What follows belongs to an exercise in optimizing a design on an open flow for small area; a production flow would make more cautious choices.
The RTL was checked by simulation tests, not by an equivalence proof against the original design.
Power and IR drop assume default switching activity.

`design.v`:
```
`timescale 100fs/100fs
module serial
    (  
      input  clk  
    , input  reset  
    , input  enable  
    , input  can_send
    , input [7:0] data_in
    , input  in_stb
    , output wire [7:0] data_out
    , output wire  out_stb
    );
  wire [8:0] c_ds_app_arg;
  reg [58:0] maybeToBoola_c_ds_app_arg;
  wire [33:0] result_0;
  wire [92:0] result_1;
  reg [33:0] c_app_arg;
  wire [33:0] c_case_alt;
  wire [31:0] c_app_arg_0;
  wire [127:0] c_app_arg_1;
  reg  done_n;
  reg [55:0] c_app_arg_2;
  wire [55:0] c_case_alt_0;
  wire [55:0] result_2;
  wire signed [63:0] c_app_arg_3;
  wire signed [63:0] wild3;
  wire [55:0] numbers1;
  wire signed [63:0] c_wild3_app_arg;
  reg [1:0] c_app_arg_4;
  wire [1:0] action;
  wire [1:0] c_case_alt_1;
  wire [1:0] digitIdx1;
  wire  c_done_n_case_alt;
  reg  c_done_n_case_alt_0;
  reg [1:0] result_3;
  wire [7:0] a1;
  reg [97:0] maybeToBoola_c_ds_app_arg_0;
  wire [32:0] result_4;
  wire [130:0] result_5;
  wire [32:0] c_app_arg_5;
  wire [32:0] c_case_alt_2;
  wire [31:0] count_n;
  wire [1:0] phase;
  wire [47:0] c_app_arg_6;
  wire [47:0] c_case_alt_3;
  wire [31:0] h;
  wire [31:0] count;
  wire [15:0] prevSum_n;
  wire [47:0] window;
  wire [15:0] prevSum;
  reg [36:0] maybeToBoola_c_ds_app_arg_1;
  wire [8:0] result_6;
  wire [45:0] c_case_alt_4;
  wire [8:0] c_app_arg_7;
  wire [8:0] c_case_alt_5;
  wire [7:0] result_7;
  wire signed [63:0] c_app_arg_8;
  wire signed [63:0] c_app_arg_9;
  wire [31:0] a;
  wire [3:0] c_app_arg_10;
  wire [4:0] z;
  wire [3:0] result_8;
  wire [3:0] digitIdx1_0;
  wire [32:0] c_app_arg_11;
  wire [31:0] n;
  wire [32:0] number;
  reg [265:0] maybeToBoola_c_ds_app_arg_2;
  wire [8:0] result_9;
  wire signed [63:0] c_wild3_app_arg_0;
  wire [255:0] result_10;
  wire [255:0] c_app_arg_12;
  wire [4:0] c_app_arg_13;
  wire [4:0] c_app_arg_14;
  wire signed [63:0] c_wild3_app_arg_1;
  wire [7:0] result_11;
  wire [8:0] c_app_arg_15;
  wire [274:0] result_12;
  wire  canSend;
  wire [7:0] a_0;
  wire signed [63:0] wild3_0;
  wire signed [63:0] wild3_1;
  wire  doSend;
  wire [4:0] readPointer1;
  wire [4:0] writePointer1;
  wire [255:0] memory1;
  wire [7:0] a1_0;
  wire [9:0] eta;
  wire [55:0] c_vec;
  wire [7:0] c_bv;
  wire [3:0] result_selection_res;
  wire [7:0] c_bv_0;
  wire [32:0] c_case_alt_selection_4;
  wire [32:0] c_case_alt_selection_7;
  wire [63:0] c_case_alt_sel_alt_f_4;
  wire [31:0] c_i_34;
  wire [31:0] c_i_36;
  wire [8:0] result;
  assign eta = {can_send,   data_in,   in_stb};
  assign c_ds_app_arg = eta[0:0] ? {1'b1,eta[8:1]} : {1'b0,8'bxxxxxxxx};
  always @(posedge clk or  posedge  reset) begin : maybeToBoola_c_ds_app_arg_register
    if ( reset) begin
      maybeToBoola_c_ds_app_arg <= {2'd0,   {14'd0,   14'd0,   14'd0,   14'd0},   1'b0};
    end else if (enable) begin
      maybeToBoola_c_ds_app_arg <= result_1[92:34];
    end
  end
  assign result_0 = result_1[33:0];
  assign result_1 = {{c_app_arg_4,   c_app_arg_2,
                      done_n},   c_app_arg};
  always @(*) begin
    case(action)
      2'b00 : c_app_arg = c_case_alt;
      default : c_app_arg = {1'b0,33'bxxxxxxxxxxxxxxxxxxxxxxxxxxxxxxxxx};
    endcase
  end
  assign c_case_alt = done_n ? {1'b1,{1'b1,32'bxxxxxxxxxxxxxxxxxxxxxxxxxxxxxxxx}} : {1'b1,{1'b0,c_app_arg_0}};
  wire [127:0] vec;
  wire [31:0] acc_2_0;
  wire [31:0] acc_1;
  wire [31:0] acc_2;
  wire [31:0] acc_3;
  wire [31:0] acc_4;
  wire [31:0] acc_1_0;
  wire [31:0] acc_1_1;
  assign c_app_arg_0 = acc_2_0;
  assign vec = c_app_arg_1;
  assign acc_1 = vec[127:96];
  assign acc_2 = vec[95:64];
  assign acc_3 = vec[63:32];
  assign acc_4 = vec[31:0];
  assign acc_1_0 = acc_1 + acc_2;
  assign acc_1_1 = acc_3 + acc_4;
  assign acc_2_0 = acc_1_0 + acc_1_1;
  genvar i;
  generate
  for (i=0; i < 4; i = i + 1) begin : map
    wire [13:0] map_in;
    assign map_in = numbers1[i*14+:14];
    wire [31:0] map_out;
    assign map_out = {{(32-14) {1'b0}},map_in};
    assign c_app_arg_1[i*32+:32] = map_out;
  end
  endgenerate
  always @(*) begin
    case(digitIdx1)
      2'd0 : done_n = c_done_n_case_alt;
      default : done_n = maybeToBoola_c_ds_app_arg[0:0];
    endcase
  end
  always @(*) begin
    case(action)
      2'b00 : c_app_arg_2 = {4 {14'd0}};
      default : c_app_arg_2 = c_case_alt_0;
    endcase
  end
  assign c_case_alt_0 = c_ds_app_arg[8:8] ? result_2 : numbers1;
  assign c_vec = {numbers1[55:42] * 14'd10,
                  numbers1[41:28] * 14'd10,
                  numbers1[27:14] * 14'd10,
                  numbers1[13:0] * 14'd10};
  genvar i_0;
  generate
  for (i_0=0;i_0<4;i_0=i_0+1) begin : vector_replace
    assign result_2[(3-i_0)*14+:14] = (wild3) == i_0 ? ($unsigned(c_app_arg_3[0+:14])) : c_vec[(3-i_0)*14+:14];
  end
  endgenerate
  assign c_bv = (a1 & 8'b00001111);
  assign c_app_arg_3 = $unsigned({{(64-8) {1'b0}},c_bv});
  assign wild3 = $signed(c_wild3_app_arg);
  assign numbers1 = maybeToBoola_c_ds_app_arg[56:1];
  assign c_wild3_app_arg = $unsigned({{(64-2) {1'b0}},digitIdx1});
  always @(*) begin
    case(action)
      2'b01 : c_app_arg_4 = c_case_alt_1;
      2'b11 : c_app_arg_4 = digitIdx1;
      default : c_app_arg_4 = 2'd0;
    endcase
  end
  assign action = c_ds_app_arg[8:8] ? result_3 : 2'd3;
  assign c_case_alt_1 = (digitIdx1 < 2'd3) ? (digitIdx1 + 2'd1) : digitIdx1;
  assign digitIdx1 = maybeToBoola_c_ds_app_arg[58:57];
  assign c_done_n_case_alt = c_ds_app_arg[8:8] ? c_done_n_case_alt_0 : maybeToBoola_c_ds_app_arg[0:0];
  always @(*) begin
    case(a1)
      8'b00001010 : c_done_n_case_alt_0 = 1'b1;
      default : c_done_n_case_alt_0 = maybeToBoola_c_ds_app_arg[0:0];
    endcase
  end
  assign c_bv_0 = (a1 >> (64'sd4));
  assign result_selection_res = c_bv_0[0+:4];
  always @(*) begin
    case(result_selection_res)
      4'b0011 : result_3 = 2'd1;
      4'b0000 : result_3 = 2'd0;
      default : result_3 = 2'd2;
    endcase
  end
  assign a1 = c_ds_app_arg[7:0];
  always @(posedge clk or  posedge  reset) begin : maybeToBoola_c_ds_app_arg_0_register
    if ( reset) begin
      maybeToBoola_c_ds_app_arg_0 <= {32'd0,   16'd65535,   {16'd21845,   16'd21845,   16'd21845},   2'd0};
    end else if (enable) begin
      maybeToBoola_c_ds_app_arg_0 <= result_5[130:33];
    end
  end
  assign result_4 = result_5[32:0];
  assign result_5 = {{count_n,   prevSum_n,
                      c_app_arg_6,   phase},   c_app_arg_5};
  assign c_app_arg_5 = result_0[33:33] ? c_case_alt_2 : {1'b0,32'bxxxxxxxxxxxxxxxxxxxxxxxxxxxxxxxx};
  assign c_case_alt_selection_4 = result_0[32:0];
  assign c_case_alt_2 = c_case_alt_selection_4[32:32] ? {1'b1,count_n} : {1'b0,32'bxxxxxxxxxxxxxxxxxxxxxxxxxxxxxxxx};
  assign count_n = (prevSum_n > prevSum) ? (count + 32'd1) : count;
  assign phase = maybeToBoola_c_ds_app_arg_0[1:0];
  assign c_app_arg_6 = result_0[33:33] ? c_case_alt_3 : window;
  assign c_case_alt_selection_7 = result_0[32:0];
  assign c_case_alt_sel_alt_f_4 = ({h[0+:16],window});
  assign c_case_alt_3 = c_case_alt_selection_7[32:32] ? window : c_case_alt_sel_alt_f_4[63:16];
  assign h = result_0[31:0];
  assign count = maybeToBoola_c_ds_app_arg_0[97:66];
  wire [47:0] vec_0;
  wire [15:0] acc_2_0_1;
  wire [15:0] acc_0_3;
  wire [15:0] acc_0_4;
  wire [15:0] acc_1_0_0;
  wire [15:0] acc_0_5;
  assign prevSum_n = acc_2_0_1;
  assign vec_0 = window;
  assign acc_0_3 = vec_0[47:32];
  assign acc_0_4 = vec_0[31:16];
  assign acc_0_5 = vec_0[15:0];
  assign acc_1_0_0 = acc_0_3 + acc_0_4;
  assign acc_2_0_1 = acc_1_0_0 + acc_0_5;
  assign window = maybeToBoola_c_ds_app_arg_0[49:2];
  assign prevSum = maybeToBoola_c_ds_app_arg_0[65:50];
  always @(posedge clk or  posedge  reset) begin : maybeToBoola_c_ds_app_arg_1_register
    if ( reset) begin
      maybeToBoola_c_ds_app_arg_1 <= {{1'b0,32'bxxxxxxxxxxxxxxxxxxxxxxxxxxxxxxxx},   4'd0};
    end else if (enable) begin
      maybeToBoola_c_ds_app_arg_1 <= c_case_alt_4[45:9];
    end
  end
  assign result_6 = c_case_alt_4[8:0];
  assign c_case_alt_4 = {{c_app_arg_11,
                          c_app_arg_10},   c_app_arg_7};
  assign c_app_arg_7 = (digitIdx1_0 < 4'd8) ? c_case_alt_5 : {1'b0,8'bxxxxxxxx};
  assign c_case_alt_5 = number[32:32] ? {1'b1,result_7} : {1'b0,8'bxxxxxxxx};
  assign result_7 = (a <= 32'd9) ? ($unsigned(c_app_arg_8[0+:8])) : ($unsigned(c_app_arg_9[0+:8]));
  assign c_i_34 = (32'd48 | a);
  assign c_app_arg_8 = $unsigned({{(64-32) {1'b0}},c_i_34});
  assign c_i_36 = (a + 32'd87);
  assign c_app_arg_9 = $unsigned({{(64-32) {1'b0}},c_i_36});
  assign a = n >> (64'sd28);
  assign c_app_arg_10 = number[32:32] ? result_8 : 4'd0;
  assign z = digitIdx1_0 + 4'd1;
  assign result_8 = (z > 5'd8) ? 4'd8 : (z[0+:4]);
  assign digitIdx1_0 = maybeToBoola_c_ds_app_arg_1[3:0];
  assign c_app_arg_11 = number[32:32] ? {1'b1,n << (64'sd4)} : result_4;
  assign n = number[31:0];
  assign number = maybeToBoola_c_ds_app_arg_1[36:4];
  always @(posedge clk or  posedge  reset) begin : maybeToBoola_c_ds_app_arg_2_register
    if ( reset) begin
      maybeToBoola_c_ds_app_arg_2 <= {{8'b00000001,   8'b00000001,   8'b00000001,   8'b00000001,   8'b00000001,
    8'b00000001,   8'b00000001,   8'b00000001,   8'b00000001,   8'b00000001,
    8'b00000001,   8'b00000001,   8'b00000001,   8'b00000001,   8'b00000001,
    8'b00000001,   8'b00000001,   8'b00000001,   8'b00000001,   8'b00000001,
    8'b00000001,   8'b00000001,   8'b00000001,   8'b00000001,   8'b00000001,
    8'b00000001,   8'b00000001,   8'b00000001,   8'b00000001,   8'b00000001,
    8'b00000001,   8'b00000001},   5'd0,   5'd0};
    end else if (enable) begin
      maybeToBoola_c_ds_app_arg_2 <= result_12[274:9];
    end
  end
  assign result_9 = result_12[8:0];
  assign c_wild3_app_arg_0 = $unsigned({{(64-5) {1'b0}},writePointer1});
  genvar i_1;
  generate
  for (i_1=0;i_1<32;i_1=i_1+1) begin : vector_replace_0
    assign result_10[(31-i_1)*8+:8] = (wild3_0) == i_1 ? a_0 : memory1[(31-i_1)*8+:8];
  end
  endgenerate
  assign c_app_arg_12 = result_6[8:8] ? result_10 : memory1;
  assign c_app_arg_13 = result_6[8:8] ? (writePointer1 + 5'd1) : writePointer1;
  assign c_app_arg_14 = doSend ? (readPointer1 + 5'd1) : readPointer1;
  assign c_wild3_app_arg_1 = $unsigned({{(64-5) {1'b0}},readPointer1});
  wire [7:0] vecArray [0:32-1];
  genvar i_2;
  generate
  for (i_2=0; i_2 < 32; i_2=i_2+1) begin : mk_array
    assign vecArray[(32-1)-i_2] = memory1[i_2*8+:8];
  end
  endgenerate
  assign result_11 = vecArray[(wild3_1)];
  assign c_app_arg_15 = doSend ? {1'b1,result_11} : {1'b0,8'bxxxxxxxx};
  assign result_12 = {{c_app_arg_12,
                       c_app_arg_13,   c_app_arg_14},   c_app_arg_15};
  assign canSend = eta[9:9];
  assign a_0 = result_6[7:0];
  assign wild3_0 = $signed(c_wild3_app_arg_0);
  assign wild3_1 = $signed(c_wild3_app_arg_1);
  assign doSend = canSend ? (writePointer1 > readPointer1) : 1'b0;
  assign readPointer1 = maybeToBoola_c_ds_app_arg_2[4:0];
  assign writePointer1 = maybeToBoola_c_ds_app_arg_2[9:5];
  assign memory1 = maybeToBoola_c_ds_app_arg_2[265:10];
  assign result = result_9[8:8] ? {a1_0,
                                   1'b1} : {{8 {1'bx}},   1'b0};
  assign a1_0 = result_9[7:0];
  assign data_out = result[8:1];
  assign out_stb = result[0:0];
endmodule
```
`run.sh`:
```
#!/bin/bash
# synth_recipe.tcl (not shown) runs the flow's synth.tcl, then flattens the netlist and writes it again
# the make line also repeats each setting of config.mk as NAME=value (left out here)
make -C /OpenROAD-flow-scripts/flow DESIGN_CONFIG=/design/flow/config.mk WORK_HOME=/design/flow/orfs CLKGATE_MAP_FILE= SYNTH_SCRIPT=/design/flow/synth_recipe.tcl finish
```
`config.mk`:
```
export PLATFORM = sky130hd
export DESIGN_NAME = serial
export DESIGN_NICKNAME = serial
export VERILOG_FILES = /design/flow/design.v
export SDC_FILE = /design/flow/constraint.sdc
export NUM_CORES = 4
export LEC_CHECK = 0
export CAP_MARGIN = 20
export CORE_MARGIN = 2
export CORE_UTILIZATION = 40
export SLEW_MARGIN = 20
```
`constraint.sdc`:
```
create_clock -name core_clock -period 8.0 [get_ports {clk}]
set_input_delay 1.6000 -clock core_clock [delete_from_list [all_inputs] [get_ports {clk}]]
set_output_delay 1.6000 -clock core_clock [all_outputs]
set_load 0.01 [all_outputs]
```
==> results.json <==
{
  "dieArea_mm2": 0.0614,
  "portBuffers": 20,
  "timing.final.crit_share_pct": 76.9,
  "fmaxAchievable_mhz": 163,
  "yosysWarningCount": 1,
  "drv_cap": 0,
  "drtIter0Drc": 1455,
  "drv_slew": 0,
  "timing_hold_violations_final": 0,
  "stdcell_area_mm2": 0.0263,
  "synthCells": 2476,
  "via_count": 18251,
  "period_needed_ns": 6.15,
  "grtUsageTotal_pct": 21.2,
  "netlist_area_mm2": 0.0238,
  "hold_path.class": "flip-flop to flip-flop",
  "synth_area_leaders": "dfrtp_1 (37%), dfstp_2 (8.0%), nand2_1 (7.8%)",
  "initial_core_util_pct": 40.4,
  "powerDensity_mw_per_mm2": 244,
  "drc": 0,
  "final-seq-area_mm2": 0.0108,
  "wl_met1_um": 29100,
  "synth_seq_cells": 426,
  "fin_setup_tns_ns": 0,
  "critPathKind": "flip-flop to flip-flop",
  "placed_cell_area_mm2": 0.0246,
  "overflow": 0,
  "cp_data_required_time_ns": 8.49,
  "numClockSinks": 426,
  "first_pass_iters": 6,
  "gp_congestion": 0.910,
  "total_leakage_power_nw": 11.8,
  "async_flop_share_pct": 100,
  "wl_met3_um": 3810,
  "insertion_delay_ns": 0.61,
  "end_kind": "flip-flop",
  "wl_met2_um": 28500,
  "top_layer": "met4",
  "grt_pass1_vias": 18412,
  "core_area_mm2": 0.0589,
  "wl_per_cell_um": 19.4,
  "cts_tree": "yes",
  "cts_made_buffers": 49,
  "rsz0062_at_grt": "no",
  "yosysTopAreaCell": "dfrtp_1",
  "clkSlewWorstSetupHoldPaths_ns": 0.06,
  "grt_max_degree": 190,
  "postCtsSetupBuffers": 0,
  "ff2ff_path_depth": 19,
  "pin_count": 22,
  "r2r_start": "maybeToBoola_c_ds_app_arg_0[35]",
  "seq_area_frac_synth_pct": 45.2,
  "finalNetCount": 2638,
  "tightest_slew_ns": 1.03,
  "clk_path_buf_depth": 3,
  "cts-resized-gates": 0,
  "min_path_cells": 2,
  "fin_skew_ns": 0.0356,
  "setup-violations-final": 0,
  "hold_start": "maybeToBoola_c_ds_app_arg_0[6]",
  "die_y_um": 248,
  "status": "finished clean",
  "place_hpwl_um": 43000,
  "rows": 89,
  "synth_edf_count": 0,
  "slew_headroom_pct": 29.6,
  "root_buffer": "clkbuf_16",
  "arrival_ns": 6.64,
  "startpoint": "maybeToBoola_c_ds_app_arg_0[35]",
  "htree_levels": 2,
  "via_per_inst": 5.63,
  "netlist.area_leader.share_pct": 37.2,
  "wl_um": 63000,
  "die_w_um": 248,
  "grt_first_pass_wirelength_um": 104000,
  "multi_input_area_mm2": 0.0122,
  "diodes": 0,
  "synth_ff_type": "dfrtp_1",
  "area_delta_synth_final_pct": 10.5,
  "synth_cell_types": 75,
  "cts_hold_buffers": 0,
  "crit_path_start_kind": "flip-flop",
  "nFillCells": 5554,
  "path_max_fanout": 32,
  "ant_nets": 0,
  "vdd_drop_max_v": 0.000165,
  "drive_gt1_share_pct": 10.4,
  "avgSynthCellArea_um2": 9.61,
  "syn_nets": 2684,
  "antenna_found_initial": 0
}
==> path summary, 6_finish.rpt <==
| path | to | slack (ns) |
|---|---|---|
| setup / recovery | maybeToBoola_c_ds_app_arg_0[87] | 1.85 |
| min in group asynchronous | maybeToBoola_c_ds_app_arg_0[39] | 1.49 |
| hold reg to reg | maybeToBoola_c_ds_app_arg_0[6] | 0.47 |
| setup reg to reg | maybeToBoola_c_ds_app_arg_0[87] | 1.85 |
| max in group asynchronous | maybeToBoola_c_ds_app_arg_2[36] | 4.74 |
| hold / removal | maybeToBoola_c_ds_app_arg_0[6] | 0.47 |
==> synthesized netlist by cell type, drive strengths merged (7+ instances only) <==
library cell and count:
nand2 495, dfrtp 354, o21ai 343, ha 147, clkbuf 116, nor2 86, inv 83, dfstp 72
nand3 69, xnor2 65, xor2 57, nor3 51, fa 48, a21oi 45, mux2 43, a22o 37
buf 29, mux2i 27, nand4 22, a21o 21, a22oi 20, nor2b 19, and3 18, a211oi 16
a32o 15, a221oi 14, a31oi 14, a32oi 14, o31ai 14, nor4 13, and2 9, a2111oi 8
o21bai 8, o22ai 8, nand3b 7
==> routing by layer <==
layer  up-vias  GRT usage [%]
li1       8576              -
met1      9065           30.2
met2       493           33.4
met3       117           3.32
met4         0           5.69
met5         -              0
==> flip-flops by register name, indices dropped and copies added (netlist names) <==
register	count
maybeToBoola_c_ds_app_arg_0	96
maybeToBoola_c_ds_app_arg	59
maybeToBoola_c_ds_app_arg_2	234
maybeToBoola_c_ds_app_arg_1	37
==> cells by family after synthesis <==
family,after synthesis,share of synthesized area [%]
fa+ha+maj,195,11.8
flops,426,45.2
compound gates,621,16.4
other cells,1,0.0158
buf+inv,228,3.79
simple gates,810,14.8
mux,73,3.46
xor+xnor,122,4.49
==> report_power, final <==
group          total [mW]  internal [mW]  switching (mW)
Combinational        1.57          0.627           0.948
Clock                2.32           1.38           0.942
Sequential           2.52           2.35           0.162
==> cell type report <==
cell class / count / share of cell area (%)
Tap cell: 773 / 3.68
Timing Repair Buffer: 48 / 1.67
Clock inverter: 18 / 0.952
Multi-Input combinational cell: 1822 / 46.3
Clock buffer: 73 / 5.35
Sequential cell: 426 / 40.9
Inverter: 83 / 1.20
==> cell usage in the layout (no fill, tap or decap), drive strengths merged, types with 13 or more instances in the layout <==
master / count
a211oi: 16
a21o: 21
a21oi: 45
a221oi: 14
a22o: 37
a22oi: 20
a31oi: 14
a32o: 15
a32oi: 14
and3: 18
buf: 29
clkbuf: 73
clkdlybuf4s50: 19
dfrtp: 354
dfstp: 72
fa: 48
ha: 147
inv: 84
mux2: 43
mux2i: 27
nand2: 495
nand3: 69
nand4: 22
nor2: 86
nor2b: 19
nor3: 51
nor4: 13
o21ai: 343
o31ai: 14
xnor2: 65
xor2: 57
==> per-stage QoR <==
step                std cells  setup slack [ns]  power (mW)  utilization (%)  hold WS, ns
global placement         3151              2.20        4.06             41.8        0.453
detailed placement       3151              1.99        4.13             41.8        0.458
floorplan                2476             0.709        3.74                -        0.442
finish                   3243              1.85        6.41             44.6        0.467
global route             3243              1.54        6.79             44.6        0.487
CTS                      3242              1.93        6.48             44.6        0.468
==> worst max-delay path: stages (launching register included) <==
cell and delay, ns:
dfrtp_1 0.34, inv_1 0.07, fa_1 0.53, inv_1 0.04, ha_1 0.23, fa_1 0.44, a211oi_1 0.24, nor2_1 0.12
o41ai_2 0.38, o21ai_1 0.22, o41ai_2 0.29, xnor2_1 0.16, ha_1 0.32, nand4_1 0.14, nor3_1 0.28, a21boi_2 0.28
a2111o_2 0.48, nand3_2 0.70, nor4_1 0.57, xor2_1 0.20

==> re-timing with driven ports <==
The flow's constraints put no driver on any port. The routed layout listed below was extracted and timed again, unchanged, in two steps.
Step 1 assumes that a clkbuf_16 drives the clock port and a buf_2 every other input.
Step 2 adds t to the input delays and takes it off the output delays; t is the mean of the earliest and latest rising clock arrival at the registers after step 1. Input paths then give back, and output paths get back, about the clock's delay inside the block.
Slacks: ideal ports / drivers / drivers and shift; pairs: ideal ports / drivers.
t, ns: 0.647
setup slack, ns: 1.851 / 1.851 / 1.851
pins driven straight from the clock port: 1
After both steps setup and hold are still met in this run. For this run, drivers alone change the setup slack by 0.000 ns; drivers and shift together by 0.000 ns.
